Source: an optimization exercise on an open RTL-to-GDS flow (aim: small area and a short achievable clock period). Production flows keep margins and buffers that such runs may drop.
No functional check of the RTL was part of any run shown here.
In runs 1 to 6 the design's own scripts or RTL, not TritonCTS, make the clock network.
The flow treats the clock pin as an ideal source. Dropping or thinning the clock tree relies on that and would not hold on a real chip.
Power figures rest on the tool's default switching activity, not on a simulated workload.

==> flow/mtree.tcl <==
# Manual two-level clock tree: NROOT root cells fed by the clock port, each
# driving a group of leaf cells; each leaf cell drives a cluster of sinks.
# The cells may be buffers or inverters (two inverter levels keep the
# clock's polarity).
proc manual_cts {nroot nleaf rootcell leafcell} {
  set block [ord::get_db_block]
  set db [ord::get_db]
  set clknet [$block findNet clk]
  set sinks {}
  foreach it [$clknet getITerms] {
    lassign [$it getAvgXY] ok x y
    lappend sinks [list $it $x $y]
  }
  set n [llength $sinks]
  puts "manual_cts: $n sinks"
  # balanced recursive bisection into nleaf clusters
  proc bisect {pts k} {
    if {$k <= 1} { return [list $pts] }
    set xs [lmap p $pts {lindex $p 1}]; set ys [lmap p $pts {lindex $p 2}]
    set dx [expr {[tcl::mathfunc::max {*}$xs] - [tcl::mathfunc::min {*}$xs]}]
    set dy [expr {[tcl::mathfunc::max {*}$ys] - [tcl::mathfunc::min {*}$ys]}]
    set idx [expr {$dx >= $dy ? 1 : 2}]
    set s [lsort -real -index $idx $pts]
    set k1 [expr {$k / 2}]; set k2 [expr {$k - $k1}]
    set cut [expr {round([llength $s] * double($k1) / $k)}]
    return [concat [bisect [lrange $s 0 [expr {$cut-1}]] $k1] [bisect [lrange $s $cut end] $k2]]
  }
  set clusters [bisect $sinks $nleaf]
  set lmaster [$db findMaster $leafcell]
  set rmaster [$db findMaster $rootcell]
  set leaves {}
  set i 0
  foreach c $clusters {
    set sx 0; set sy 0
    foreach p $c { set sx [expr {$sx + [lindex $p 1]}]; set sy [expr {$sy + [lindex $p 2]}] }
    set cx [expr {round($sx / [llength $c])}]; set cy [expr {round($sy / [llength $c])}]
    set inst [odb::dbInst_create $block $lmaster "clkbuf_leaf_m$i"]
    set net [odb::dbNet_create $block "clknet_leaf_m$i"]
    $net setSigType CLOCK
    foreach p $c { set it [lindex $p 0]; $it disconnect; $it connect $net }
    [outpin $inst] connect $net
    $inst setLocation $cx $cy
    $inst setPlacementStatus PLACED
    lappend leaves [list $inst $cx $cy]
    incr i
  }
  set groups [bisect $leaves $nroot]
  set i 0
  foreach g $groups {
    set sx 0; set sy 0
    foreach p $g { set sx [expr {$sx + [lindex $p 1]}]; set sy [expr {$sy + [lindex $p 2]}] }
    set cx [expr {round($sx / [llength $g])}]; set cy [expr {round($sy / [llength $g])}]
    set inst [odb::dbInst_create $block $rmaster "clkbuf_root_m$i"]
    set net [odb::dbNet_create $block "clknet_root_m$i"]
    $net setSigType CLOCK
    foreach p $g { [[lindex $p 0] findITerm A] connect $net }
    [outpin $inst] connect $net
    [$inst findITerm A] connect $clknet
    $inst setLocation $cx $cy
    $inst setPlacementStatus PLACED
    incr i
  }
  $clknet setSigType CLOCK
  puts "manual_cts: [llength $clusters] leaves, [llength $groups] roots"
}
proc outpin {inst} {
  foreach it [$inst getITerms] { if {[$it isOutputSignal]} { return $it } }
}
==> standard.sh <==
#!/bin/bash
# synth_recipe.tcl (not shown) runs the flow's synth.tcl, then flattens the netlist and writes it again
# the make line also repeats each setting of config.mk as NAME=value (left out here)
make -C /OpenROAD-flow-scripts/flow DESIGN_CONFIG=/design/flow/config.mk WORK_HOME=/design/flow/orfs CLKGATE_MAP_FILE= SYNTH_SCRIPT=/design/flow/synth_recipe.tcl "${@:-finish}"
==> flow/pre_cts.tcl <==
# Sourced by ORFS's cts.tcl before clock tree synthesis (PRE_CTS_TCL).
# Replaces TritonCTS with a two-level tree built by manual_cts: four root
# inverters on the clock port, each driving a group of leaf inverters, each
# leaf inverter driving a compact cluster of about 18 flip-flops. Two
# single-stage inverter levels instead of TritonCTS's three buffer levels:
# the clock arrives at every register earlier, with the same small skew.
source [file join [file dirname [info script]] mtree.tcl]

rename clock_tree_synthesis tritoncts_clock_tree_synthesis
proc clock_tree_synthesis {args} {
  set n [llength [[[ord::get_db_block] findNet clk] getITerms]]
  set nleaf [expr {max(4, ($n + 17) / 18)}]
  manual_cts 4 $nleaf sky130_fd_sc_hd__inv_16 sky130_fd_sc_hd__inv_8
  set_propagated_clock [all_clocks]
}
==> design.v <==
module hb_task_queue_core #(
    parameter DEPTH = 16,
    parameter WIDTH = 32
)(
    input  logic clk,
    input  logic reset,                  
    input  logic push_req,
    input  logic [WIDTH-1:0] data_in,
    output logic full,
    output logic valid_out,
    output logic [WIDTH-1:0] data_out,
    input  logic pop_req,
    output logic empty                   
);
    localparam RDEPTH = DEPTH - 1;       
    logic [WIDTH-1:0]  head_q;
    logic [WIDTH-1:0]  slot [0:RDEPTH-1];
    logic [DEPTH:0]    nocc;             
    logic [DEPTH:0]    occ;              
    logic [RDEPTH-1:0] rsel;             
    logic              valid_q, full_q;  
    logic              le1_q;            
    logic              mid_q;            
    assign data_out  = head_q;
    assign valid_out = valid_q;
    assign full      = full_q;
    assign empty     = occ[0];
    assign occ       = ~nocc;
    logic [1:0] head_en;
    hb_or2 head_en_lo (.a(occ[0]), .b(pop_req), .y(head_en[0]));
    hb_or2 head_en_hi (.a(occ[0]), .b(pop_req), .y(head_en[1]));
    logic [WIDTH-1:0] head_d;
    always_comb begin
        head_d = le1_q ? data_in : '0;
        for (int j = 0; j < RDEPTH; j++)
            head_d = head_d | (rsel[j] ? slot[j] : '0);
    end
    always_ff @(posedge clk) begin
        if (head_en[0])
            head_q[WIDTH/2-1:0] <= head_d[WIDTH/2-1:0];
        if (head_en[1])
            head_q[WIDTH-1:WIDTH/2] <= head_d[WIDTH-1:WIDTH/2];
    end
    logic [RDEPTH-1:0] shift;
    for (genvar j = 0; j < RDEPTH; j++) begin : g_shift
        hb_and2 shift_en (.a(push_req), .b(mid_q), .y(shift[j]));
    end
    always_ff @(posedge clk) begin
        if (shift[0])
            slot[0] <= data_in;
        for (int j = 1; j < RDEPTH; j++)
            if (shift[j])
                slot[j] <= slot[j-1];
    end
    logic [DEPTH:0] occ_up, occ_dn, occ_both;
    always_comb begin
        occ_up            = {occ[DEPTH-1:0], 1'b0};
        occ_up[DEPTH]     = occ[DEPTH-1] | occ[DEPTH];
        occ_dn            = {1'b0, occ[DEPTH:1]};
        occ_dn[0]         = occ[0] | occ[1];
        occ_both          = occ;
        occ_both[0]       = 1'b0;
        occ_both[1]       = occ[0] | occ[1];
        occ_both[DEPTH-1] = occ[DEPTH-1] | occ[DEPTH];
        occ_both[DEPTH]   = 1'b0;
    end
    localparam NDEC = 3;
    logic [NDEC-1:0] s_hold, s_push, s_pop, s_both;
    for (genvar d = 0; d < NDEC; d++) begin : g_dec
        hb_req_decode decode (
            .push_req(push_req),
            .pop_req(pop_req),
            .reset(reset),
            .s_hold(s_hold[d]),
            .s_push(s_push[d]),
            .s_pop(s_pop[d]),
            .s_both(s_both[d])
        );
    end
    logic [DEPTH:0] occ_n;
    for (genvar k = 0; k <= DEPTH; k++) begin : g_next
        localparam int D = (k * NDEC) / (DEPTH + 1);
        assign occ_n[k] = (s_hold[D] & occ[k]) | (s_push[D] & occ_up[k])
                        | (s_pop[D] & occ_dn[k]) | (s_both[D] & occ_both[k])
                        | (k == 0 ? reset : 1'b0);
    end
    always_ff @(posedge clk) begin
        nocc    <= ~occ_n;
        rsel    <= occ_n[DEPTH:2];
        valid_q <= !occ_n[0];
        full_q  <= occ_n[DEPTH];
        le1_q   <= occ_n[0] | occ_n[1];
        mid_q   <= !occ_n[0] && !occ_n[DEPTH];
    end
endmodule
module hb_req_decode (
    input  logic push_req,
    input  logic pop_req,
    input  logic reset,
    output logic s_hold,
    output logic s_push,
    output logic s_pop,
    output logic s_both
);
    assign s_hold = !reset && !push_req && !pop_req;
    assign s_push = !reset &&  push_req && !pop_req;
    assign s_pop  = !reset && !push_req &&  pop_req;
    assign s_both = !reset &&  push_req &&  pop_req;
endmodule
module hb_and2 (input logic a, input logic b, output logic y);
    assign y = a & b;
endmodule
module hb_or2 (input logic a, input logic b, output logic y);
    assign y = a | b;
endmodule
module hb_task_distributor (
    input  logic clk,
    input  logic reset,                  
    input  logic in_valid,
    input  logic [31:0] in_data,
    output logic out_valid,
    output logic [31:0] out_data,
    input  logic consumer_ready
);
    logic buffered_valid;                
    logic buffered_empty;                
    logic [31:0] buffered_data;
    assign out_valid = buffered_valid;
    assign out_data  = buffered_data;
    always_ff @(posedge clk) begin
        if (in_valid && buffered_empty)
            buffered_data <= in_data;
        else
            buffered_data <= buffered_data & {32{!buffered_empty}};
    end
    logic valid_n;
    always_comb begin
        if (buffered_empty)
            valid_n = in_valid;
        else
            valid_n = !consumer_ready;
    end
    always_ff @(posedge clk) begin
        if (reset) begin
            buffered_valid <= 1'b0;
            buffered_empty <= 1'b1;
        end else begin
            buffered_valid <= valid_n;
            buffered_empty <= !valid_n;
        end
    end
endmodule
module hb_arbiter_banked (
    input  logic clk,
    input  logic reset,                  
    input  logic in_valid,
    input  logic [31:0] in_data,
    output logic [1:0] grant_out,
    output logic [1:0] served_bank
);
    logic rr;
    logic [1:0] grant;
    assign grant_out   = grant;
    assign served_bank = grant;
    always_ff @(posedge clk) begin
        if (reset) begin
            grant <= 2'b00;
            rr    <= 1'b0;
        end else begin
            grant <= in_valid ? (rr ? 2'b10 : 2'b01) : 2'b00;
            if (in_valid) rr <= ~rr;
        end
    end
endmodule
module hb_task_queue_top (
    input  logic        clk,
    input  logic        reset,             
    input  logic        push_req,
    input  logic [31:0] data_in,
    input  logic        pop_req,
    output logic        full,
    output logic        valid_out,
    output logic [31:0] data_out,
    input  logic        consumer_ready,
    output logic        dist_out_valid,
    output logic [31:0] dist_out_data,
    output logic [1:0]  grant_out,
    output logic [1:0]  served_bank
);
    logic q_empty;
    hb_task_queue_core #(.DEPTH(16), .WIDTH(32)) dut_queue (
        .clk(clk),
        .reset(reset),
        .push_req(push_req),
        .data_in(data_in),
        .full(full),
        .valid_out(valid_out),
        .data_out(data_out),
        .pop_req(pop_req),
        .empty(q_empty)
    );
    hb_task_distributor distributor (
        .clk(clk),
        .reset(reset),
        .in_valid(!q_empty),
        .in_data(data_out),
        .out_valid(dist_out_valid),
        .out_data(dist_out_data),
        .consumer_ready(consumer_ready)
    );
    hb_arbiter_banked arbiter (
        .clk(clk),
        .reset(reset),
        .in_valid(!q_empty),
        .in_data(data_out),
        .grant_out(grant_out),
        .served_bank(served_bank)
    );
endmodule
==> constraint.sdc <==
create_clock -name core_clock -period 3.6 [get_ports {clk}]
set_input_delay 0.7200 -clock core_clock [delete_from_list [all_inputs] [get_ports {clk}]]
set_output_delay 0.7200 -clock core_clock [all_outputs]
set_load 0.01 [all_outputs]
==> flow/run.sh <==
#!/bin/bash
# Own layout flow: the standard ORFS flow, with two changes:
#  - the clock tree is built by flow/pre_cts.tcl (two inverter levels) in
#    place of TritonCTS;
#  - every port gets a buf_1 as its port buffer.
# Each ORFS step writes its full log under orfs/logs/; make's own output goes
# to flow_make.log in the work folder.
set -euo pipefail
W=$(pwd)
bash standard.sh \
  PRE_CTS_TCL="$W/flow/pre_cts.tcl" \
  BUFFER_PORTS_ARGS="-buffer_cell sky130_fd_sc_hd__buf_1" \
  finish > "$W/flow_make.log" 2>&1
==> config.mk <==
export PLATFORM = sky130hd
export DESIGN_NAME = hb_task_queue_top
export DESIGN_NICKNAME = hb_task_queue_top
export VERILOG_FILES = /design/flow/design.v
export SDC_FILE = /design/flow/constraint.sdc
export NUM_CORES = 4
export LEC_CHECK = 0
export CAP_MARGIN = 20
export CORE_MARGIN = 2
export CORE_UTILIZATION = 60
export PLACE_DENSITY = 0.72
export SETUP_SLACK_MARGIN = 1.9
export SLEW_MARGIN = 20
export SYNTH_HIERARCHICAL = 1
export SYNTH_MINIMUM_KEEP_SIZE = 0
==> flow_metrics.tcl, run 1 <==
set metrics [dict create \
    grt_pass1_wl_um 72850 \
    antenna_found_initial 0 \
    critPathMaxStageDelay_ps 370 \
    final.fill_count 2297 \
    status "timing/DRC/antenna clean" \
    drt-vias-per-instance 6.839 \
    critical_path.max_fanout 9 \
    io_pins 108 \
    tightest_slew_ps 576.7 \
    setup_tns_ps 0 \
    combPwrFrac_pct 5.5 \
    required_ps 3680 \
    post_drt_wl_per_cell_um 29.22 \
    rr_startpoint "dut_queue.rsel[4]" \
    die_w_um 189.6 \
    rows 67 \
    synth_seq_cells 583 \
    vias 11690 \
    yosysWarnings 10 \
    critPathCaptureType "flop" \
    start_kind "input pin" \
    crit_type "input pin to flop" \
    p_total_w 0.01120 \
    leakage_nw 7.211 \
    min_from "dut_queue.slot[5][15]" \
    clkLatencyLatePin_ps 190 \
    slew_violations 0 \
    die_y_um 189.6 \
    fin_crit_ps 1729 \
    initial_core_util_pct 61.30 \
    fin_cells 1709 \
    clockPowerShare_pct 23.6 \
    layout.nets 1300 \
    dr.pass1.iters 5 \
    fp.dieArea_sq_um 35930 \
    crit_arrival_ps 1800 \
    clk_pin_slew_ps 90 \
    drc 0 \
    drive_above_1_share_pct 10.71 \
    hp-class "flop to flop" \
    synth_edf_count 512 \
    vdd_drop_max_mv 0.3228 \
    final_cell_mix "edfxtp_1 (512), a22o_1 (129), a221oi_1 (117)" \
    synth-main-ff-cell "edfxtp_1" \
    min_to "dut_queue.slot[6][15]" \
    setup_viol 0 \
    grt_max_degree 46 \
    timing.slew.headroom_pct 61.56 \
    placed_area_sq_um 21760 \
    drt_iter0_drc 1536 \
    hold_violations 0 \
    ff2ff_path_depth 4 \
    dp_cells 1660 \
    fin_crit_sh_pct 48.02 \
    wirelength_um 49930 \
    sequentialPowerShare_pct 70.8 \
    layout_commonest_cell "edfxtp_1" \
    gr-total-overflow 0 \
    place_ws_ps 766.5 \
    min_path_cells 0 \
    final_area_sq_um 22530 \
    skew_ps 26.65 \
    ant_nets 0 \
    post-dp-hpwl_um 30680 \
    place_congestion 0.8287 \
    synth_area_sq_um 20660 \
    r2r_slack_ps 1920 \
    cp_cell_sequence "buf_16 -> nor3_2 -> and2b_2 -> a2111oi_4 -> or3b_1" \
    maxCapViolations 0 \
    p_int_w 0.008341 \
    area_growth_pct 9.073 \
    rr_endpoint "dut_queue.head_q[22]" \
    cp_slowest_cell "or3b_1" \
    buffer_ports.inserted 107 \
    postSynthAreaPerCell_sq_um 18.28 \
    num_antenna_cells 0 \
    synth_cell_types 35 \
    fin_ws_ps 1871 \
    yosysSeqAreaShare_pct 81.31 \
    fp.coreArea_sq_um 33700 \
    p_sw_share_pct 25.49 \
    ctsHoldBuffers 0 \
    rsz0062_at_grt "true" \
    p_switching_w 0.002854 \
    p_per_area_nw_per_um2 496.9 \
    syn-instance-count 1130 \
    max_freq_mhz 578.4 \
    grt_pass1_vias 11510 \
    grt.total_usage_pct 27.53 \
    async_flop_share_pct 0 \
]
[per-layer routing]
metal / part of all wire [%] / vias up / GRT usage [%]
li1: - / 4936 / -
met1: 40 / 5870 / 40.12
met2: 46 / 779 / 42.84
met3: 11 / 102 / 5.386
met4: 3.3 / 0 / 8.527
met5: 0 / - / 0
[through the flow]
step,utilization [%],hold WS [ps]
2_1_floorplan,-,426.7
3_3_place_gp,64.56,428.1
3_5_place_dp,64.56,433.5
4_1_cts,66.34,445.5
5_1_grt,66.86,460.5
6_report,66.86,436.0
[power groups by stage]
stage,registers [W],clock network [W],logic [W]
final,0.00793,0.00265,0.000619
after global routing,0.00796,0.00294,0.000663
after CTS,0.00792,0.00270,0.000607
after detailed placement,0.00808,0,0.000587
after global placement,0.00806,0,0.000570
after floorplan,0.00803,0,0.000285
[kinds of logic (layout without fill, tap and decap cells)]
family,Yosys count,count (layout),share of synthesized area (%)
compound gates,309,309,12.65
xor+xnor,1,1,0.04241
buf+inv,113,244,2.405
flops,583,583,81.31
simple gates,124,124,3.592
[per-module statistics from Yosys (local to each module, per instance), a selection]
module               times used  cells  area, sq um  flip-flops and latches
hb_or2                        2      1        6.256                       0
hb_task_distributor           1    143         1252                      34
hb_req_decode                 3      4        30.03                       0
hb_task_queue_top             1      1        3.754                       0
hb_arbiter_banked             1      9        105.1                       3
hb_and2                      15      1        6.256                       0
[how the worst max path moves through the flow]
stage | slack [ps] | depth (start not counted) | endpoint | startpoint
final | 1870 | 5 | dut_queue.le1_q | push_req
after global routing | 1820 | 6 | dut_queue.nocc[12] | pop_req
after CTS | 1830 | 5 | dut_queue.le1_q | pop_req
after detailed placement | 770 | 5 | dut_queue.le1_q | push_req
after global placement | 910 | 5 | dut_queue.le1_q | push_req
after floorplan | 1840 | 4 | dut_queue.le1_q | pop_req
[critical path: cells and delay by family]
family / cells / cell delay (ps)
AND/OR/NAND/NOR: 3 / 630
AO/OA/AOI/OAI: 1 / 340
buffers and inverters: 1 / 110
[registers in the layout, indices dropped and copies added (netlist names)]
signal,flops
dut_queue.head_q,32
arbiter.rr,1
distributor.buffered_data,32
distributor.buffered_valid,1
arbiter.grant,2
distributor.buffered_empty,1
dut_queue.mid_q,1
dut_queue.le1_q,1
dut_queue.nocc,17
dut_queue.slot,480
dut_queue.rsel,15
[cells in the mapped netlist (2+ instances only)]
cell type	n	area (sq um)
nand4_1	32	200.2
o221a_2	2	22.52
o21ai_0	17	85.08
a221oi_1	128	1121
o221ai_1	14	122.6
buf_6	8	90.09
nor3b_1	7	52.55
edfxtp_1	512	15370
or2_1	2	12.51
buf_4	3	22.52
dfxtp_1	71	1421
and3b_2	4	40.04
nor2_1	8	30.03
clkbuf_1	48	180.2
and2_1	15	93.84
nand2_1	2	7.510
nand3_1	31	155.2
inv_1	53	198.9
nor3_1	4	20.02
nand2b_1	13	81.33
a22o_1	129	1130
o21ai_1	14	70.07
[area by class of cell]
type	instances	area (sq um)	share of cell area, %
inverters	90	654.4	2.904
repair buffers	154	1017	4.515
well taps	448	560.5	2.488
flip-flops and latches	583	16800	74.57
multi-input cells	434	3497	15.52
[repair_timing]
| action | CTS | global route |
|---|---|---|
| setup endpoints to repair | 603 | 29 |
| buffers inserted | 5 | 5 |
| resized for setup | 40 | 16 |
| pin swaps | 2 | 3 |
| gates cloned | 0 | 2 |
| endpoints found under the hold margin | 0 | 0 |
==> run 2, diff against run 1 <==
--- a/config.mk
+++ b/config.mk
@@ -9,7 +9,7 @@
 export CORE_MARGIN = 2
 export CORE_UTILIZATION = 60
 export PLACE_DENSITY = 0.72
-export SETUP_SLACK_MARGIN = 1.9
+export SETUP_SLACK_MARGIN = 2.0
 export SLEW_MARGIN = 20
 export SYNTH_HIERARCHICAL = 1
 export SYNTH_MINIMUM_KEEP_SIZE = 0
==> run 2 against run 1 <==
Still clean on timing, DRC and antenna. Final cell count up 2.0%. Synthesized cell count unchanged. Setup slack about the same. Critical path depth unchanged. Sequential power about the same. Sequential cell count unchanged. Global-route usage up 0.19 points. Routed wire length up 1.9%. Fmax about the same. Highest routed layer is now met5.
==> flow_metrics.tcl, run 2 <==
set metrics [dict create \
    drt_iter0_drc 1449 \
    drive_above_1_share_pct 16.05 \
    hold_violations 0 \
    cp_slowest_cell "or3b_1" \
    ctsHoldBuffers 0 \
    io_pins 108 \
    min_from "distributor.buffered_data[11]" \
    final_area_sq_um 23130 \
    grt_use_met2_pct 43.91 \
    synth_largest_area_cell "edfxtp_1" \
    area_growth_pct 11.96 \
    tightest_slew_ps 636.7 \
    postSynthAreaPerCell_sq_um 18.28 \
    wirelength_um 50910 \
    grt_use_met1_pct 40.56 \
    setup_viol 0 \
    clkLatencyLatePin_ps 190 \
    leakage_nw 7.513 \
    yosysWarnings 10 \
    grt_pass1_wl_um 73540 \
    fin_cells 1744 \
    fin_crit_sh_pct 48.02 \
    crit_type "input pin to flop" \
    fp.coreArea_sq_um 33700 \
    rows 67 \
    vias 11960 \
    rsz0062_at_grt "true" \
    drt-vias-per-instance 6.856 \
    grt_pass1_vias 11520 \
    min_to "distributor.buffered_data[11]" \
    skew_ps 30.55 \
    buffer_ports.inserted 107 \
    post-synth-top-count-cell "edfxtp_1" \
    yosysSeqAreaShare_pct 81.31 \
    final_util_pct 68.63 \
    grt_most_used_layer "met2" \
    grtUsageMet3_pct 5.239 \
    synth_area_sq_um 20660 \
    ys_top_cells_by_count "edfxtp_1 (512), a22o_1 (129), a221oi_1 (128)" \
    fin_crit_ps 1729 \
    max_freq_mhz 578.5 \
    synth_cell_types 35 \
    reg_top3 "dut_queue.slot: 480 flops, distributor.buffered_data: 32 flops, dut_queue.head_q: 32 flops" \
    die_w_um 189.6 \
    synthTopCellsByArea "edfxtp_1 (74%), dfxtp_1 (6.9%), a22o_1 (5.5%), a221oi_1 (5.4%), nand4_1 (0.97%)" \
    p_per_area_nw_per_um2 487.2 \
    dr.pass1.iters 5 \
    maxCapViolations 0 \
    start_kind "input pin" \
    critPathCaptureType "flop" \
    ff2ff_path_depth 4 \
    die_y_um 189.6 \
    min_path_cells 2 \
    fp.dieArea_sq_um 35930 \
    critical_path.max_fanout 8 \
    syn-instance-count 1130 \
    grt_max_degree 46 \
    post-dp-hpwl_um 30680 \
    hp-class "flop to flop" \
    regMostFlops "dut_queue.slot" \
    final.fill_count 2227 \
    status "timing/DRC/antenna clean" \
    drc 0 \
    rr_startpoint "dut_queue.rsel[3]" \
    cp_cell_sequence "buf_12 -> nor3b_4 -> and2b_4 -> a2111oi_4 -> or3b_1" \
    num_antenna_cells 0 \
    layout_commonest_cell "edfxtp_1" \
    synth_edf_count 512 \
    rr_endpoint "dut_queue.head_q[0]" \
    r2r_slack_ps 2010 \
    vdd_drop_max_mv 0.3241 \
    post_drt_wl_per_cell_um 29.19 \
    ant_nets 0 \
    dp_cells 1660 \
    layout.nets 1335 \
    yosysTopAreaCellShare_pct 74.43 \
    timing.slew.headroom_pct 57.56 \
    place_congestion 0.8287 \
    antenna_found_initial 1 \
    async_flop_share_pct 0 \
    largest_reg_flops 480 \
    synth_seq_cells 583 \
    critPathMaxStageDelay_ps 370 \
    clk_pin_slew_ps 90 \
    final_cell_mix "edfxtp_1 (512), a22o_1 (129), buf_1 (103)" \
    required_ps 3680 \
    crit_arrival_ps 1810 \
    synth-main-ff-cell "edfxtp_1" \
    gr-total-overflow 0 \
    setup_tns_ps 0 \
    slew_violations 0 \
    initial_core_util_pct 61.30 \
    grt.total_usage_pct 27.72 \
    placed_area_sq_um 21760 \
]
## run 2: layout make-up
class / instances / area (sq um) / area share, %
timing repair buffer: 188 / 1384 / 5.984
sequential: 583 / 16800 / 72.66
multi-input combinational: 435 / 3725 / 16.11
tap: 448 / 560.5 / 2.424
inverter: 90 / 654.4 / 2.829
## run 2: per-layer routing
metal	part of all wire [%]	vias to the layer above
li1	-	5011
met1	39	6022
met2	46	808
met3	11	113
met4	3.2	2
met5	0.026	-
## run 2: logic make-up after synthesis
family,Yosys count,synth area share (%)
buffers and inverters,113,2.405
AO/OA/AOI/OAI,309,12.65
flip-flops,583,81.31
XOR/XNOR,1,0.04241
AND/OR/NAND/NOR,124,3.592
## run 2: timing repair
action | in CTS | in global routing
setup endpoints to repair | 606 | 69
setup buffers | 13 | 31
hold endpoints to repair | 0 | 0
cloned | 0 | 3
pin swaps | 9 | 14
gates resized for setup | 56 | 58
## run 2: metrics by stage
stage / total power [W] / hold slack [ps] / worst slack (ps)
CTS: 0.01125 / 445.5 / 1830
detailed placement: 0.008664 / 433.5 / 766.5
finish: 0.01127 / 441.7 / 1871
global placement: 0.008633 / 428.1 / 909.5
global route: 0.01164 / 460.5 / 1847
floorplan: 0.008312 / 426.7 / 1842
## run 2: how the worst max path moves through the flow
| stage | start | to | slack (ps) | cells after the start |
|---|---|---|---|---|
| final | pop_req | dut_queue.le1_q | 1870 | 5 |
| after global routing | pop_req | dut_queue.nocc[15] | 1850 | 5 |
| after CTS | pop_req | dut_queue.le1_q | 1830 | 5 |
| after detailed placement | push_req | dut_queue.le1_q | 770 | 5 |
| after global placement | push_req | dut_queue.le1_q | 910 | 5 |
| after floorplan | pop_req | dut_queue.le1_q | 1840 | 4 |
## run 2: power by group
part | internal (W) | leakage (nW) | switching (W) | total [W]
Clock | 0.000413 | 0.239 | 0.00224 | 0.00265
Sequential | 0.00772 | 5.41 | 0.000214 | 0.00794
Combinational | 0.000249 | 1.87 | 0.000432 | 0.000681
Total | 0.00838 | 7.51 | 0.00288 | 0.0113
## run 2: Yosys stat by module (local to each module, per instance), a selection
module | flops+latches | cell area (sq um)
hb_task_distributor | 34 | 1252
hb_arbiter_banked | 3 | 105.1
hb_req_decode | 0 | 30.03
hb_and2 | 0 | 6.256
hb_or2 | 0 | 6.256
hb_task_queue_top | 0 | 3.754
## run 2: worst max-delay path: cells and delay by family
kind | cells | cell delay (ps)
AND/OR/NAND/NOR | 3 | 680
AO/OA/AOI/OAI | 1 | 300
buffers and inverters | 1 | 110
==> run 3, diff against run 2 <==
--- a/design.v
+++ b/design.v
@@ -77,20 +77,35 @@
             .s_both(s_both[d])
         );
     end
-    logic [DEPTH:0] occ_n;
-    for (genvar k = 0; k <= DEPTH; k++) begin : g_next
-        localparam int D = (k * NDEC) / (DEPTH + 1);
-        assign occ_n[k] = (s_hold[D] & occ[k]) | (s_push[D] & occ_up[k])
-                        | (s_pop[D] & occ_dn[k]) | (s_both[D] & occ_both[k])
-                        | (k == 0 ? reset : 1'b0);
-    end
-    always_ff @(posedge clk) begin
-        nocc    <= ~occ_n;
-        rsel    <= occ_n[DEPTH:2];
-        valid_q <= !occ_n[0];
-        full_q  <= occ_n[DEPTH];
-        le1_q   <= occ_n[0] | occ_n[1];
-        mid_q   <= !occ_n[0] && !occ_n[DEPTH];
+    function automatic [3:0] flags(input [DEPTH:0] o);
+        flags = {!o[0], o[DEPTH], o[0] | o[1], !o[0] && !o[DEPTH]};
+    endfunction
+    localparam NB = DEPTH + 1 + 4;
+    wire [NB-1:0] c_hold = {flags(occ), occ};
+    wire [NB-1:0] c_push = {flags(occ_up), occ_up};
+    wire [NB-1:0] c_pop  = {flags(occ_dn), occ_dn};
+    wire [NB-1:0] c_both = {flags(occ_both), occ_both};
+    logic [NB-1:0] nxt;
+    for (genvar k = 0; k < NB; k++) begin : g_next
+        localparam int D = (k * NDEC) / NB;
+        if (k == 0 || k == DEPTH + 2) begin : g_set
+            hb_pick4_set pick (
+                .s0(s_hold[D]), .s1(s_push[D]), .s2(s_pop[D]), .s3(s_both[D]),
+                .a(c_hold[k]), .b(c_push[k]), .c(c_pop[k]), .d(c_both[k]),
+                .set(reset), .y(nxt[k])
+            );
+        end else begin : g_plain
+            hb_pick4 pick (
+                .s0(s_hold[D]), .s1(s_push[D]), .s2(s_pop[D]), .s3(s_both[D]),
+                .a(c_hold[k]), .b(c_push[k]), .c(c_pop[k]), .d(c_both[k]),
+                .y(nxt[k])
+            );
+        end
+    end
+    always_ff @(posedge clk) begin
+        nocc    <= ~nxt[DEPTH:0];
+        rsel    <= nxt[DEPTH:2];
+        {valid_q, full_q, le1_q, mid_q} <= nxt[NB-1:DEPTH+1];
     end
 endmodule
 module hb_req_decode (
@@ -112,6 +127,21 @@
 endmodule
 module hb_or2 (input logic a, input logic b, output logic y);
     assign y = a | b;
+endmodule
+module hb_pick4 (
+    input  logic s0, s1, s2, s3,
+    input  logic a, b, c, d,
+    output logic y
+);
+    assign y = (s0 & a) | (s1 & b) | (s2 & c) | (s3 & d);
+endmodule
+module hb_pick4_set (
+    input  logic s0, s1, s2, s3,
+    input  logic a, b, c, d,
+    input  logic set,
+    output logic y
+);
+    assign y = (s0 & a) | (s1 & b) | (s2 & c) | (s3 & d) | set;
 endmodule
 module hb_task_distributor (
     input  logic clk,
--- a/config.mk
+++ b/config.mk
@@ -9,7 +9,7 @@
 export CORE_MARGIN = 2
 export CORE_UTILIZATION = 60
 export PLACE_DENSITY = 0.72
-export SETUP_SLACK_MARGIN = 2.0
+export SETUP_SLACK_MARGIN = 1.9
 export SLEW_MARGIN = 20
 export SYNTH_HIERARCHICAL = 1
 export SYNTH_MINIMUM_KEEP_SIZE = 0
==> run 3 against run 2 <==
Still clean on timing, DRC and antenna. Sequential power hardly changed. Final cell count up 2.4%. First-iteration DRC count up 4.0%. Critical path depth shrank 2. Die area is 1.7% higher. Total power increased by 1.1%. Via count rose by 0.95%. Synthesized area grew 1.8%. Combinational power is 14% higher. Global-route usage decreased by 0.47 points. Final area shrank 0.69%. Setup slack gained 31 ps. Largest cell class unchanged.
==> flow_metrics.tcl, run 3 <==
set metrics [dict create \
    final_cell_mix "edfxtp_1 (512), a22o_1 (127), a221oi_1 (114)" \
    path_buf_inv 2 \
    critPathCaptureType "flop" \
    yosysWarnings 10 \
    rows 68 \
    grt_pass1_vias 11630 \
    regMostFlops "dut_queue.slot" \
    required_ps 3480 \
    io_pins 108 \
    hp-class "flop to flop" \
    postSynthAreaPerCell_sq_um 17.95 \
    whs_ps 438.5 \
    reg_top3 "dut_queue.slot: 480 flops, distributor.buffered_data: 32 flops, dut_queue.head_q: 32 flops" \
    drt_iter0_drc 1507 \
    async_flop_share_pct 0 \
    largest_reg_flops 480 \
    synthTopCellsByArea "edfxtp_1 (73%), dfxtp_1 (7.0%), a221oi_1 (5.3%), a22o_1 (5.3%), buf_6 (1.7%)" \
    synth_edf_count 512 \
    synth_seq_cells 585 \
    path_delay_family "buffers and inverters" \
    grt.total_usage_pct 27.25 \
    ctsHoldBuffers 0 \
    num_antenna_cells 0 \
    place_ws_ps 748.5 \
    synth-main-ff-cell "edfxtp_1" \
    drive_above_1_share_pct 12.03 \
    tightest_slew_ps 584.2 \
    fin_crit_sh_pct 47.16 \
    skew_ps 19.45 \
    cp_cell_sequence "buf_6 -> and2_4 -> buf_12" \
    post-synth-top-count-cell "edfxtp_1" \
    vias 12070 \
    final_util_pct 66.49 \
    fin_crit_ps 1698 \
    crit_type "input pin to flop" \
    clkLatencyLatePin_ps 190 \
    yosysSeqAreaShare_pct 80.09 \
    fp.coreArea_sq_um 34540 \
    layout.nets 1369 \
    timing.slew.headroom_pct 61.05 \
    setup_viol 0 \
    p_sw_share_pct 26.08 \
    p_switching_w 0.002971 \
    drt-vias-per-instance 6.761 \
    synth_area_sq_um 21020 \
    leakage_nw 7.551 \
    p_int_w 0.008419 \
    area_growth_pct 9.255 \
    grt_pass1_wl_um 72810 \
    fp.dieArea_sq_um 36550 \
    drc 0 \
    yosysTopAreaCellShare_pct 73.14 \
    crit_arrival_ps 1570 \
    critical_path.max_fanout 28 \
    p_per_area_nw_per_um2 495.9 \
    post-dp-hpwl_um 30780 \
    antenna_found_initial 1 \
    cp_slowest_cell "and2_4" \
    fin_ws_ps 1902 \
    synth_largest_area_cell "edfxtp_1" \
    max_freq_mhz 589.0 \
    ant_nets 0 \
    start_kind "input pin" \
    clockPowerShare_pct 23.4 \
    buffer_ports.inserted 107 \
    status "timing/DRC/antenna clean" \
    maxCapViolations 0 \
    place_congestion 0.8156 \
    slew_violations 0 \
    critPathMaxStageDelay_ps 310 \
    syn-instance-count 1171 \
    gr-total-overflow 0 \
    grt_max_degree 43 \
    rsz0062_at_grt "true" \
    initial_core_util_pct 60.86 \
    dr.pass1.iters 7 \
    post_drt_wl_per_cell_um 28.39 \
    sequentialPowerShare_pct 69.7 \
    die_w_um 191.2 \
    combPwrFrac_pct 6.8 \
    synth_cell_types 30 \
    hold_violations 0 \
    wirelength_um 50680 \
    ys_top_cells_by_count "edfxtp_1 (512), a221oi_1 (128), a22o_1 (127)" \
    clk_pin_slew_ps 90 \
    setup_tns_ps 0 \
    layout_commonest_cell "edfxtp_1" \
    vdd_drop_max_mv 0.3863 \
    die_y_um 191.2 \
]
## run 3: cell types whose count changed after synthesis, moves of 3 or more
cell / change
a22oi_1: +38
buf_6: +24
clkbuf_4: +3
nor2_1: -5
clkbuf_1: -27
inv_1: +16
o221ai_1: -14
nand2b_1: -13
nand2_1: +22
## run 3: cell families (layout without fill, tap and decap cells)
family                    after synthesis  after routing  synth area share (%)
xor gates and xnor gates                1              1               0.04167
other                                   2              9               0.03573
AOI/OAI and AO/OA                     332            332                 13.04
and+or+nand+nor                       122            123                 3.232
DFF                                   585            585                 80.09
buffers and inverters                 129            280                 3.559
## run 3: modules after synthesis (local to each module, per instance), excerpt
module               flip-flops and latches  times used  area (sq um)
hb_req_decode                             0           3         30.03
hb_pick4_set                              0           2         18.77
hb_and2                                   0          15         6.256
hb_arbiter_banked                         3           1         105.1
hb_pick4                                  0          19         18.77
hb_task_distributor                      34           1          1252
## run 3: worst paths after layout
| kind | to | slack, ps | from | cells past startpoint |
|---|---|---|---|---|
| worst max register to register | dut_queue.head_q[9] | 1970 | dut_queue.rsel[0] | 4 |
| worst min-delay path | dut_queue.slot[7][17] | 440 | dut_queue.slot[6][17] | 0 |
| worst min register to register | dut_queue.slot[7][17] | 440 | dut_queue.slot[6][17] | 0 |
| worst max-delay path | dut_queue.slot[14][8] | 1900 | push_req | 3 |
## run 3: area by class of cell
type	count	area, sq um
timing repair buffer	173	1141
inverter	106	718.2
sequential	585	16840
multi-input combinational	465	3692
timing repair inverter	1	7.507
tap	455	569.3
fill	2325	11580
## run 3: power by group through the flow
stage          clock network, W  logic, W  registers [W]
2_1_floorplan                 0  0.000359        0.00805
3_3_place_gp                  0  0.000675        0.00808
3_5_place_dp                  0  0.000690        0.00809
4_1_cts                 0.00273  0.000743        0.00794
5_1_grt                 0.00295  0.000835        0.00797
6_report                0.00267  0.000778        0.00794
## run 3: metrics by stage
| step | std cells | power, W | cell area [sq um] |
|---|---|---|---|
| floorplan | 1178 | 0.008408 | 21070 |
| global placement | 1714 | 0.008750 | 21920 |
| detailed placement | 1714 | 0.008777 | 21920 |
| CTS | 1768 | 0.01141 | 22700 |
| global route | 1785 | 0.01176 | 22970 |
| finish | 1785 | 0.01139 | 22970 |
## run 3: timing repair
action                     CTS  global route
cloned                       1             1
pin swaps                    4             4
setup endpoints to repair  572           213
buffers inserted            16            16
resized for setup           57            31
## run 3: metal layers
metal  track usage [%]  up-vias  wire, um
li1                  -     5127         -
met1             39.30     6117     20150
met2             43.81      731     23930
met3             4.590       94      5288
met4             7.130        0      1306
met5                 0        -         0
## run 3: worst reg2reg max path, cell delays in order (launching register included)
cell and delay (ps):
dfxtp_1 320, buf_6 210, a22o_1 270, a221oi_1 290, nand4_1 240
==> run 4, diff against run 3 <==
--- a/config.mk
+++ b/config.mk
@@ -9,7 +9,7 @@
 export CORE_MARGIN = 2
 export CORE_UTILIZATION = 60
 export PLACE_DENSITY = 0.72
-export SETUP_SLACK_MARGIN = 1.9
+export SETUP_SLACK_MARGIN = 2.0
 export SLEW_MARGIN = 20
 export SYNTH_HIERARCHICAL = 1
 export SYNTH_MINIMUM_KEEP_SIZE = 0
==> run 4 against run 3 <==
Final cell count decreased by 0.50%. Critical path depth rose by 1. Clock skew shrank 1.5 ps. Synthesized cell count did not move. Die area stayed put. Critical path type unchanged. Largest power group unchanged.
==> flow_metrics.tcl, run 4 <==
set metrics [dict create \
    hold_violations 0 \
    max_freq_mhz 614.0 \
    synth_fa_ha_area_share_pct 0 \
    clk_pin_slew_ps 90 \
    synthTopCellsByArea "edfxtp_1 (73%), dfxtp_1 (7.0%), a221oi_1 (5.3%), a22o_1 (5.3%), buf_6 (1.7%)" \
    synth-compound-area-share_pct 13.04 \
    setup_tns_ps 0 \
    hp-class "flop to flop" \
    post_drt_wl_per_cell_um 30.25 \
    async_flop_share_pct 0 \
    combPwrFrac_pct 7.2 \
    fp.dieArea_sq_um 36550 \
    final_cell_mix "edfxtp_1 (512), a22o_1 (127), buf_1 (99)" \
    ctsHoldBuffers 0 \
    critPathMaxStageDelay_ps 270 \
    grt.total_usage_pct 29.25 \
    rows 68 \
    layout_commonest_cell "edfxtp_1" \
    grt_max_degree 42 \
    synth_seq_cells 585 \
    gr-total-overflow 0 \
    required_ps 3490 \
    path_buf_inv 1 \
    fin_crit_ps 1629 \
    rsz0062_at_grt "true" \
    fin_crit_sh_pct 45.24 \
    yosysWarnings 10 \
    p_per_area_nw_per_um2 492.8 \
    sequentialPowerShare_pct 69.3 \
    vias 12210 \
    synth_xor_area_share_pct 0.04166 \
    num_antenna_cells 0 \
    drt-vias-per-instance 6.875 \
    fin_ws_ps 1971 \
    post-dp-hpwl_um 31590 \
    synth_top_family_by_area "compound AO/OA/AOI/OAI gates" \
    timing.slew.headroom_pct 55.71 \
    critical_path.max_fanout 2 \
    synth_edf_count 512 \
    fin_cells 1776 \
    placed_area_sq_um 22000 \
    ant_nets 0 \
    synth_cell_types 30 \
    cp_slowest_cell "a22o_1" \
    drt_iter0_drc 1584 \
    dp_cells 1717 \
    critPathCaptureType "flop" \
    ff2ff_path_depth 4 \
    postSynthAreaPerCell_sq_um 17.95 \
    io_pins 108 \
    drive_above_1_share_pct 13.17 \
    synth_area_sq_um 21020 \
    drc 0 \
    largest_reg_flops 480 \
    layout.nets 1360 \
    clockPowerShare_pct 23.5 \
    grt_pass1_vias 11940 \
    antenna_found_initial 0 \
    area_growth_pct 10.71 \
    maxCapViolations 0 \
    p_sw_share_pct 26.34 \
    die_w_um 191.2 \
    setup_viol 0 \
    p_int_w 0.008447 \
    synth_mux_area_share_pct 0 \
    synth-main-ff-cell "edfxtp_1" \
    place_ws_ps 741.8 \
    status "timing/DRC/antenna clean" \
    synth_largest_area_cell "edfxtp_1" \
    wirelength_um 53730 \
    clkLatencyLatePin_ps 180 \
    skew_ps 17.98 \
    syn-instance-count 1171 \
    final_area_sq_um 23270 \
    die_y_um 191.2 \
    vdd_drop_max_mv 0.3489 \
    regMostFlops "dut_queue.slot" \
    slew_violations 0 \
    p_switching_w 0.003021 \
    min_path_cells 2 \
    dr.pass1.iters 5 \
    cp.depth 4 \
    post-synth-top-count-cell "edfxtp_1" \
    synth_simple_gate_area_share_pct 3.232 \
    yosysSeqAreaShare_pct 80.09 \
    buffer_ports.inserted 107 \
    place_congestion 0.8104 \
    tightest_slew_ps 664.3 \
    leakage_nw 7.666 \
    yosysTopAreaCellShare_pct 73.14 \
    crit_type "input pin to flop" \
    start_kind "input pin" \
    crit_arrival_ps 1520 \
    reg_top3 "dut_queue.slot: 480 flops, distributor.buffered_data: 32 flops, dut_queue.head_q: 32 flops" \
    fp.coreArea_sq_um 34540 \
    ys_top_cells_by_count "edfxtp_1 (512), a221oi_1 (128), a22o_1 (127)" \
    cp_cell_sequence "buf_1 -> a22o_1 -> a221oi_1 -> nand4_1" \
    initial_core_util_pct 60.86 \
    grt_pass1_wl_um 77160 \
    path_delay_family "compound AO/OA/AOI/OAI gates" \
]
## run 4: cell counts after synthesis
No cell type changed its count.
## run 4: power groups by stage
stage | Combinational [W] | Clock [W] | Sequential (W)
5_1_grt | 0.000882 | 0.00294 | 0.00798
4_1_cts | 0.000812 | 0.00274 | 0.00794
3_3_place_gp | 0.000699 | 0 | 0.00807
2_1_floorplan | 0.000359 | 0 | 0.00805
6_report | 0.000828 | 0.00270 | 0.00794
3_5_place_dp | 0.000714 | 0 | 0.00808
## run 4: kinds of logic after synthesis
kind of cell / Yosys count
DFF: 585
AOI/OAI and AO/OA: 332
buffers and inverters: 129
and+or+nand+nor: 122
other: 2
xor gates and xnor gates: 1
## run 4: layout make-up
cell class	count	area (sq um)
multi-input cells	464	3816
fillers	2279	11270
inverters	106	714.4
repair buffers	166	1333
well taps	455	569.3
flip-flops and latches	585	16840
## run 4: modules after synthesis (local to each module, per instance), a selection
| module | times used | cells | flip-flops and latches |
|---|---|---|---|
| hb_req_decode | 3 | 4 | 0 |
| hb_or2 | 2 | 1 | 0 |
| hb_task_distributor | 1 | 143 | 34 |
| hb_arbiter_banked | 1 | 9 | 3 |
| hb_and2 | 15 | 1 | 0 |
| hb_task_queue_top | 1 | 1 | 0 |
| hb_pick4_set | 2 | 3 | 0 |
| hb_pick4 | 19 | 3 | 0 |
## run 4: final timing paths
check	start	to	slack, ps
min	distributor.buffered_data[11]	distributor.buffered_data[11]	440
min reg2reg	distributor.buffered_data[11]	distributor.buffered_data[11]	440
max reg2reg	dut_queue.le1_q	dut_queue.head_q[3]	1990
max	data_in[2]	dut_queue.head_q[2]	1970
## run 4: worst register-to-register path, cell delays in order (launching register included)
cell      delay [ps]
dfxtp_1          320
buf_6            200
a22o_1           370
a221oi_2         260
nand4_1          170
## run 4: layer usage
layer	wire [um]	track usage [%]	vias to the layer above
li1	-	-	5103
met1	20160	40.13	6159
met2	25540	47.81	831
met3	6325	6.829	117
met4	1706	7.604	0
met5	0	0	-
## run 4: timing repair
item,CTS,global route
gates cloned,6,1
setup buffers,15,0
pin swaps,12,13
hold endpoints to repair,0,0
setup endpoints to repair,593,71
resized for setup,82,37
## run 4: metrics by stage
| stage | total power (W) | hold WS, ps | utilization (%) |
|---|---|---|---|
| 5_1_grt | 0.01180 | 459.4 | 67.38 |
| 3_5_place_dp | 0.008797 | 433.6 | 63.70 |
| 2_1_floorplan | 0.008409 | 426.7 | - |
| 3_3_place_gp | 0.008772 | 428.3 | 63.70 |
| 6_report | 0.01147 | 442.8 | 67.38 |
| 4_1_cts | 0.01149 | 443.3 | 66.77 |
==> run 5, diff against run 4 <==
--- a/config.mk
+++ b/config.mk
@@ -9,7 +9,7 @@
 export CORE_MARGIN = 2
 export CORE_UTILIZATION = 60
 export PLACE_DENSITY = 0.72
-export SETUP_SLACK_MARGIN = 2.0
+export SETUP_SLACK_MARGIN = 2.1
 export SLEW_MARGIN = 20
 export SYNTH_HIERARCHICAL = 1
 export SYNTH_MINIMUM_KEEP_SIZE = 0
==> run 5 against run 4 <==
First-iteration DRC count rose by 9.9%. Synthesized cell count did not move. Sequential cell count did not move. Fmax fell by 0.53%. Setup slack got worse by 8.7 ps. Register-to-register slack got worse by 30 ps. Via count rose by 1.4%. Final cell count rose by 1.5%. Worst hold slack barely moved. Critical endpoint is now dut_queue.head_q[29].
==> flow_metrics.tcl, run 5 <==
set metrics [dict create \
    regMostFlops "dut_queue.slot" \
    die_y_um 191.2 \
    clk_pin_slew_ps 100 \
    fin_cells 1803 \
    final_cell_mix "edfxtp_1 (512), a22o_1 (125), buf_1 (82)" \
    timing.slew.headroom_pct 49.88 \
    io_pins 108 \
    fp.dieArea_sq_um 36550 \
    postSynthAreaPerCell_sq_um 17.95 \
    setup_tns_ps 0 \
    place_congestion 0.8131 \
    synth_edf_count 512 \
    post_drt_wl_per_cell_um 30.46 \
    drt_iter0_drc 1741 \
    final.fill_count 2216 \
    initial_core_util_pct 60.86 \
    die_w_um 191.2 \
    grt_pass1_vias 11850 \
    leakage_nw 8.007 \
    layout.nets 1387 \
    fin_crit_ps 1637 \
    rsz0062_at_grt "true" \
    num_antenna_cells 0 \
    slew_violations 0 \
    fin_crit_sh_pct 45.48 \
    ctsHoldBuffers 0 \
    post-synth-top-count-cell "edfxtp_1" \
    drt-vias-per-instance 6.864 \
    whs_ps 442.5 \
    drive_above_1_share_pct 20.18 \
    grt_max_degree 43 \
    syn-instance-count 1171 \
    synth_largest_area_cell "edfxtp_1" \
    seq_area_sq_um 16850 \
    final_util_pct 69.39 \
    async_flop_share_pct 0 \
    gr-total-overflow 0 \
    max_freq_mhz 610.8 \
    maxCapViolations 0 \
    wirelength_um 54910 \
    tightest_slew_ps 751.8 \
    min_from "distributor.buffered_data[6]" \
    yosysTopAreaCellShare_pct 73.14 \
    ant_nets 0 \
    antenna_found_initial 0 \
    synth_area_sq_um 21020 \
    rr_startpoint "dut_queue.rsel[4]" \
    synth-main-ff-cell "edfxtp_1" \
    vias 12380 \
    setup_viol 0 \
    synth_seq_cells 585 \
    yosysWarnings 10 \
    critPathCaptureType "flop" \
    status "timing/DRC/antenna clean" \
    post-dp-hpwl_um 29120 \
    required_ps 3490 \
    synth_cell_types 30 \
    critical_path.max_fanout 32 \
    rows 68 \
    grt.total_usage_pct 28.77 \
    ys_top_cells_by_count "edfxtp_1 (512), a221oi_1 (128), a22o_1 (127)" \
    grt_pass1_wl_um 76520 \
    synthTopCellsByArea "edfxtp_1 (73%), dfxtp_1 (7.0%), a221oi_1 (5.3%), a22o_1 (5.3%), buf_6 (1.7%)" \
    dp_cells 1702 \
    cp-startpoint "dut_queue.rsel[4]" \
    layout_commonest_cell "edfxtp_1" \
    crit_arrival_ps 1520 \
    drc 0 \
    hp-class "flop to flop" \
    skew_ps 15.59 \
    largest_reg_flops 480 \
    crit_type "flop to flop" \
    hold_violations 0 \
    fp.coreArea_sq_um 34540 \
    multi_input_area_sq_um 4303 \
    buffer_ports.inserted 107 \
    area_growth_pct 14.02 \
    yosysSeqAreaShare_pct 80.09 \
    start_kind "flop" \
    dr.pass1.iters 6 \
    clkLatencyLatePin_ps 180 \
    vdd_drop_max_mv 0.3011 \
    reg_top3 "dut_queue.slot: 480 flops, distributor.buffered_data: 32 flops, dut_queue.head_q: 32 flops" \
    p_per_area_nw_per_um2 481.2 \
]
==> run 5: cell counts after synthesis <==
Identical to the previous run, type by type.
==> run 5: area by class of cell <==
cell class / instances / share of cell area (%)
flip-flops and latches: 585 / 70.29
multi-input cells: 480 / 17.95
repair buffers: 177 / 6.405
inverters: 106 / 2.981
well taps: 455 / 2.375
==> run 5: worst paths after layout <==
path              slack [ps]  depth (start not counted)                            to
setup / recovery        1960                          4          dut_queue.head_q[29]
hold / removal           440                          2  distributor.buffered_data[6]
setup reg to reg        1960                          4          dut_queue.head_q[29]
hold reg to reg          440                          2  distributor.buffered_data[6]
==> run 5: repair_timing <==
action | CTS | global route
endpoints found under the setup margin | 611 | 181
buffers inserted | 20 | 25
resized for setup | 137 | 94
pin swaps | 36 | 59
cloned | 17 | 2
==> run 5: cells by family (layout without fill, tap and decap cells) <==
family	Yosys count	after routing	share of synthesized area (%)
DFF	585	585	80.09
and+or+nand+nor	122	138	3.232
other	2	9	0.03573
buffers and inverters	129	283	3.559
xor gates and xnor gates	1	1	0.04167
AOI/OAI and AO/OA	332	332	13.04
==> run 5: through the flow <==
step           instance area (sq um)  setup WS, ps  power [W]
2_1_floorplan                  21130          2108   0.008415
3_3_place_gp                   21780          1174   0.008724
3_5_place_dp                   21780          1136   0.008756
4_1_cts                        23210          1958    0.01147
5_1_grt                        23970          1927    0.01189
6_report                       23970          1963    0.01153
==> run 5: report_power, final <==
| part | internal (W) | leakage, nW | switching, W | total [W] |
|---|---|---|---|---|
| Sequential | 0.00773 | 5.34 | 0.000222 | 0.00796 |
| Combinational | 0.000343 | 2.43 | 0.000554 | 0.000897 |
| Clock | 0.000417 | 0.239 | 0.00227 | 0.00268 |
| Total | 0.00849 | 8.01 | 0.00304 | 0.0115 |
==> run 5: modules after synthesis, one instance, submodules excluded, excerpt <==
module	copies in the design	cells
hb_arbiter_banked	1	9
hb_task_distributor	1	143
hb_and2	15	1
hb_pick4_set	2	3
hb_task_queue_top	1	1
hb_pick4	19	3
hb_or2	2	1
hb_req_decode	3	4
==> run 5: critical path: stages, from the launching register on <==
cell and delay, ps:
dfxtp_1 320, buf_6 210, a22o_1 260, a221oi_1 320
nand4_1 210
==> run 5: routing by layer <==
| layer | vias up | track usage [%] | wire (um) |
|---|---|---|---|
| met5 | - | 0 | 0 |
| met4 | 0 | 6.716 | 1423 |
| met3 | 108 | 5.783 | 6204 |
| met2 | 860 | 45.83 | 26070 |
| met1 | 6223 | 41.58 | 21210 |
| li1 | 5185 | - | - |
==> run 6, diff against run 5 <==
--- a/config.mk
+++ b/config.mk
@@ -9,7 +9,7 @@
 export CORE_MARGIN = 2
 export CORE_UTILIZATION = 60
 export PLACE_DENSITY = 0.72
-export SETUP_SLACK_MARGIN = 2.1
+export SETUP_SLACK_MARGIN = 2.2
 export SLEW_MARGIN = 20
 export SYNTH_HIERARCHICAL = 1
 export SYNTH_MINIMUM_KEEP_SIZE = 0
==> run 6 against run 5 <==
Via count rose by 3.6%. Setup slack improved by 15 ps. Sequential cell count did not move. Synthesized area did not move. Synthesized cell count did not move. Largest cell class unchanged. Combinational power rose by 13%.
==> flow_metrics.tcl, run 6 <==
set metrics [dict create \
    grt.total_usage_pct 30.33 \
    fin_cells 1848 \
    area_growth_pct 19.36 \
    ant_nets 0 \
    synth_edf_count 512 \
    reg_top3 "dut_queue.slot: 480 flops, distributor.buffered_data: 32 flops, dut_queue.head_q: 32 flops" \
    setup_viol 0 \
    drc 0 \
    max_freq_mhz 616.3 \
    seq_area_sq_um 16890 \
    buffer_ports.inserted 107 \
    timing.slew.headroom_pct 52.69 \
    maxCapViolations 0 \
    dp_cells 1701 \
    synth_cell_types 30 \
    cp-startpoint "dut_queue.rsel[2]" \
    multi_input_area_sq_um 4541 \
    ctsHoldBuffers 0 \
    rr_startpoint "dut_queue.rsel[2]" \
    leakage_nw 8.663 \
    grt_pass1_vias 12110 \
    die_w_um 191.2 \
    synth_largest_area_cell "edfxtp_1" \
    hp-class "flop to flop" \
    skew_ps 15.31 \
    clkLatencyLatePin_ps 180 \
    rows 68 \
    wirelength_um 58660 \
    fp.coreArea_sq_um 34540 \
    p_per_area_nw_per_um2 465.6 \
    fin_crit_ps 1623 \
    yosysTopAreaCellShare_pct 73.14 \
    start_kind "flop" \
    required_ps 3470 \
    synth_seq_cells 585 \
    postSynthAreaPerCell_sq_um 17.95 \
    crit_type "flop to flop" \
    post-synth-top-count-cell "edfxtp_1" \
    final_cell_mix "edfxtp_1 (512), a22o_1 (126), a221oi_2 (102)" \
    async_flop_share_pct 0 \
    tightest_slew_ps 709.6 \
    grt_pass1_wl_um 79950 \
    post_drt_wl_per_cell_um 31.74 \
    min_from "distributor.buffered_data[6]" \
    setup_tns_ps 0 \
    io_pins 108 \
    fp.dieArea_sq_um 36550 \
    fin_crit_sh_pct 45.07 \
    synthTopCellsByArea "edfxtp_1 (73%), dfxtp_1 (7.0%), a221oi_1 (5.3%), a22o_1 (5.3%), buf_6 (1.7%)" \
    synth_area_sq_um 21020 \
    clk_pin_slew_ps 90 \
    critical_path.max_fanout 32 \
    antenna_found_initial 0 \
    largest_reg_flops 480 \
    drive_above_1_share_pct 32.30 \
    yosysWarnings 10 \
    dr.pass1.iters 5 \
    hold_violations 0 \
    die_y_um 191.2 \
    layout.nets 1432 \
    regMostFlops "dut_queue.slot" \
    ys_top_cells_by_count "edfxtp_1 (512), a221oi_1 (128), a22o_1 (127)" \
    crit_arrival_ps 1490 \
    syn-instance-count 1171 \
    critPathCaptureType "flop" \
    rsz0062_at_grt "true" \
    grt_max_degree 41 \
    gr-total-overflow 0 \
    vias 12830 \
    final.fill_count 2034 \
    drt_iter0_drc 1682 \
    status "timing/DRC/antenna clean" \
    initial_core_util_pct 60.86 \
    slew_violations 0 \
    synth-main-ff-cell "edfxtp_1" \
    post-dp-hpwl_um 29040 \
    layout_commonest_cell "edfxtp_1" \
    vdd_drop_max_mv 0.4077 \
    yosysSeqAreaShare_pct 80.09 \
    num_antenna_cells 0 \
    place_congestion 0.8181 \
    drt-vias-per-instance 6.940 \
]
==> run 6: per-stage QoR <==
stage,hold WS (ps),total power (W),area [sq um],utilization [%],setup slack [ps]
floorplan,426.7,0.008433,21340,-,2108
global placement,428.0,0.008744,21980,63.63,1125
detailed placement,434.1,0.008769,21980,63.63,1092
CTS,449.1,0.01154,24120,69.83,2028
global route,457.3,0.01202,25090,72.63,1930
finish,442.7,0.01168,25090,72.63,1977
==> run 6: modules after synthesis (local to each module, per instance), excerpt <==
module / cell area [sq um] / flip-flops and latches / times used / cells
hb_task_distributor: 1252 / 34 / 1 / 143
hb_arbiter_banked: 105.1 / 3 / 1 / 9
hb_req_decode: 30.03 / 0 / 3 / 4
hb_pick4: 18.77 / 0 / 19 / 3
hb_pick4_set: 18.77 / 0 / 2 / 3
hb_and2: 6.256 / 0 / 15 / 1
hb_or2: 6.256 / 0 / 2 / 1
hb_task_queue_top: 3.754 / 0 / 1 / 1
==> run 6: where the power goes <==
| group | total (W) | switching (W) | internal (W) |
|---|---|---|---|
| Clock | 0.00271 | 0.00229 | 0.000417 |
| Sequential | 0.00797 | 0.000230 | 0.00774 |
| Combinational | 0.00101 | 0.000580 | 0.000428 |
| Total | 0.0117 | 0.00310 | 0.00858 |
==> run 6: routing by layer <==
| layer | track usage [%] | up-vias | share of wire [%] |
|---|---|---|---|
| met5 | 0 | - | 0 |
| met1 | 43.29 | 6437 | 37 |
| li1 | - | 5284 | - |
| met3 | 6.187 | 151 | 12 |
| met2 | 47.92 | 953 | 47 |
| met4 | 9.112 | 0 | 4.2 |
==> run 6: layout make-up <==
cell class,instances,area share (%)
inverters,106,2.847
well taps,455,2.269
multi-input cells,479,18.10
repair buffers,223,9.475
flip-flops and latches,585,67.31
==> run 6: repair_timing <==
| item | in CTS | in global routing |
|---|---|---|
| endpoints found under the setup margin | 652 | 326 |
| gates resized for setup | 185 | 169 |
| pin swaps | 39 | 68 |
| buffers inserted | 44 | 37 |
| cloned | 25 | 4 |
==> run 6: final timing paths <==
| path | endpoint | slack [ps] | cells past startpoint |
|---|---|---|---|
| setup / recovery | dut_queue.head_q[4] | 1980 | 3 |
| hold / removal | distributor.buffered_data[6] | 440 | 2 |
| setup reg to reg | dut_queue.head_q[4] | 1980 | 3 |
| hold reg to reg | distributor.buffered_data[6] | 440 | 2 |
==> run 6: logic make-up after synthesis <==
logic type | share of synthesized area, %
AOI/OAI and AO/OA | 13.04
xor gates and xnor gates | 0.04167
buffers and inverters | 3.559
DFF | 80.09
other | 0.03573
and+or+nand+nor | 3.232
==> run 6: worst max-delay path: stages, from the launching register on <==
cell and delay [ps]:
dfxtp_1 310, buf_4 300, a221oi_1 420, nand4_1 250
==> run 7, diff against run 6 <==
==> flow/run.sh (replaced) <==
#!/bin/bash
# Own layout flow: the standard ORFS flow, with three changes:
#  - before global routing, flow/pre_grt.tcl strengthens the drivers of
#    nets with many loads;
#  - the clock tree is built by flow/pre_cts.tcl (two inverter levels) in
#    place of TritonCTS;
#  - every port gets a buf_1 as its port buffer.
# Each ORFS step writes its full log under orfs/logs/; make's own output goes
# to flow_make.log in the work folder.
set -euo pipefail
W=$(pwd)
bash standard.sh \
  PRE_CTS_TCL="$W/flow/pre_cts.tcl" \
  PRE_GLOBAL_ROUTE_TCL="$W/flow/pre_grt.tcl" \
  BUFFER_PORTS_ARGS="-buffer_cell sky130_fd_sc_hd__buf_1" \
  finish > "$W/flow_make.log" 2>&1
==> flow/pre_grt.tcl (new file) <==
# Sourced by ORFS's global_route.tcl before global routing
# (PRE_GLOBAL_ROUTE_TCL): the driver of every signal net with 20 or more
# loads is made strong (buffers to buf_12, flip-flops to dfxtp_4), then the
# placement is legalized again. The timing repair that follows global
# routing starts from these.
set block [ord::get_db_block]
set up {
  sky130_fd_sc_hd__buf_1 sky130_fd_sc_hd__buf_12
  sky130_fd_sc_hd__buf_2 sky130_fd_sc_hd__buf_12
  sky130_fd_sc_hd__buf_4 sky130_fd_sc_hd__buf_12
  sky130_fd_sc_hd__buf_6 sky130_fd_sc_hd__buf_12
  sky130_fd_sc_hd__buf_8 sky130_fd_sc_hd__buf_12
  sky130_fd_sc_hd__dfxtp_1 sky130_fd_sc_hd__dfxtp_4
  sky130_fd_sc_hd__dfxtp_2 sky130_fd_sc_hd__dfxtp_4
}
set n 0
foreach net [$block getNets] {
  if {[$net getSigType] ne "SIGNAL"} { continue }
  set loads 0
  set drv ""
  foreach it [$net getITerms] {
    if {[$it isOutputSignal]} { set drv [$it getInst] } else { incr loads }
  }
  if {$drv eq "" || $loads < 20} { continue }
  set m [[$drv getMaster] getName]
  if {[dict exists $up $m]} {
    replace_cell $drv [dict get $up $m]
    incr n
  }
}
puts "pre_grt: upsized $n drivers"
detailed_placement
--- a/config.mk
+++ b/config.mk
@@ -9,7 +9,7 @@
 export CORE_MARGIN = 2
 export CORE_UTILIZATION = 60
 export PLACE_DENSITY = 0.72
-export SETUP_SLACK_MARGIN = 2.2
+export SETUP_SLACK_MARGIN = 2.0
 export SLEW_MARGIN = 20
 export SYNTH_HIERARCHICAL = 1
 export SYNTH_MINIMUM_KEEP_SIZE = 0
==> run 7 against run 6 <==
The run now fails in 5_1_grt. Synthesized cell count unchanged. Synthesized area did not move.
==> flow_metrics.tcl, run 7 <==
set metrics [dict create \
    synth_edf_count 512 \
    io_pins 108 \
    synth_area_sq_um 21020 \
    syn-instance-count 1171 \
    buffer_ports.inserted 107 \
    place_congestion 0.8104 \
    yosysWarnings 10 \
    synth-main-ff-cell "edfxtp_1" \
    synthTopCellsByArea "edfxtp_1 (73%), dfxtp_1 (7.0%), a221oi_1 (5.3%), a22o_1 (5.3%), buf_6 (1.7%)" \
    async_flop_share_pct 0 \
    synth_seq_cells 585 \
    synth_largest_area_cell "edfxtp_1" \
    yosysSeqAreaShare_pct 80.09 \
    postSynthAreaPerCell_sq_um 17.95 \
    yosysTopAreaCellShare_pct 73.14 \
    post-synth-top-count-cell "edfxtp_1" \
    firstError "[ERROR STA-0124] instance type 'odb__dbInst' is not an instance." \
    lastStage "5_1_grt" \
    rows 68 \
    synth_cell_types 30 \
    die_y_um 191.2 \
    post-dp-hpwl_um 31590 \
    place_ws_ps 741.8 \
    ctsHoldBuffers 0 \
    initial_core_util_pct 60.86 \
    status "did not finish" \
    die_w_um 191.2 \
    ys_top_cells_by_count "edfxtp_1 (512), a221oi_1 (128), a22o_1 (127)" \
]
## run 7: cell counts after synthesis
No cell type changed its count.
## run 7: worst min-delay path by stage
stage                                         end  slack (ps)  cells after the start
CTS                        dut_queue.slot[11][14]         440                      0
detailed placement  distributor.buffered_data[13]         430                      2
global placement    distributor.buffered_data[11]         430                      2
floorplan                    dut_queue.slot[2][0]         430                      0
## run 7: per-module statistics from Yosys (local to each module, per instance), a selection
module               cells inside  flops+latches
hb_pick4_set                    3              0
hb_task_distributor           143             34
hb_req_decode                   4              0
hb_task_queue_top               1              0
hb_pick4                        3              0
hb_and2                         1              0
hb_arbiter_banked               9              3
hb_or2                          1              0
## run 7: repair_timing
| item | 4_1_cts |
|---|---|
| endpoints found under the setup margin | 593 |
| setup buffers | 15 |
| pin swaps | 12 |
| endpoints found under the hold margin | 0 |
| cloned | 6 |
| resized for setup | 82 |
## run 7: logic make-up after synthesis
kind of cell	Yosys count	synth area share, %
compound gates	332	13.04
xor+xnor	1	0.04167
buf+inv	129	3.559
flops	585	80.09
other cells	2	0.03573
simple gates	122	3.232
## run 7: metrics by stage
step                cell area (sq um)  power [W]  hold slack (ps)  instances
global placement                22000   0.008772            428.3       1717
floorplan                       21080   0.008409            426.7       1178
detailed placement              22000   0.008797            433.6       1717
CTS                             23070    0.01149            443.3       1775
## run 7: power by group through the flow
stage	Clock (W)	Sequential (W)	Combinational, W
floorplan	0	0.00805	0.000359
global placement	0	0.00807	0.000699
detailed placement	0	0.00808	0.000714
CTS	0.00274	0.00794	0.000812

[static timing again, ports no longer ideal]
Ports are ideal in the flow. The routed layouts listed here were re-timed in OpenROAD.
Step 1, drivers: a clkbuf_16 drives clk and a buf_2 each remaining input, both assumed.
Step 2 times the ports against the registers' clock, not the clock port: input delays grow and output delays shrink by t, the midpoint of the rising clock arrivals with the driver on.
Three values: ideal, step 1, step 2; two values: the first two.
run | shift t [ns] | setup WS [ns] | worst setup path after step 2 | worst slew at a driven data input, ns | pins driven straight from the clock port
run 1 | 0.385 | 1.871 / 1.804 / 1.525 | input to register | 0.17 | 4
run 2 | 0.387 | 1.871 / 1.811 / 1.543 | input to register | 0.16 | 4
run 3 | 0.392 | 1.902 / 1.774 / 1.685 | input to register | 0.04 | 4
run 4 | 0.387 | 1.971 / 1.815 / 1.567 | input to register | 0.28 | 4
run 5 | 0.395 | 1.963 / 1.801 / 1.700 | input to register | 0.19 | 4
run 6 | 0.399 | 1.977 / 1.822 / 1.513 | input to register | 0.38 | 4
After both steps setup and hold are still met in every run listed. For run 6, which loses most, drivers alone change the setup slack by -0.155 ns; drivers and shift together by -0.464 ns.
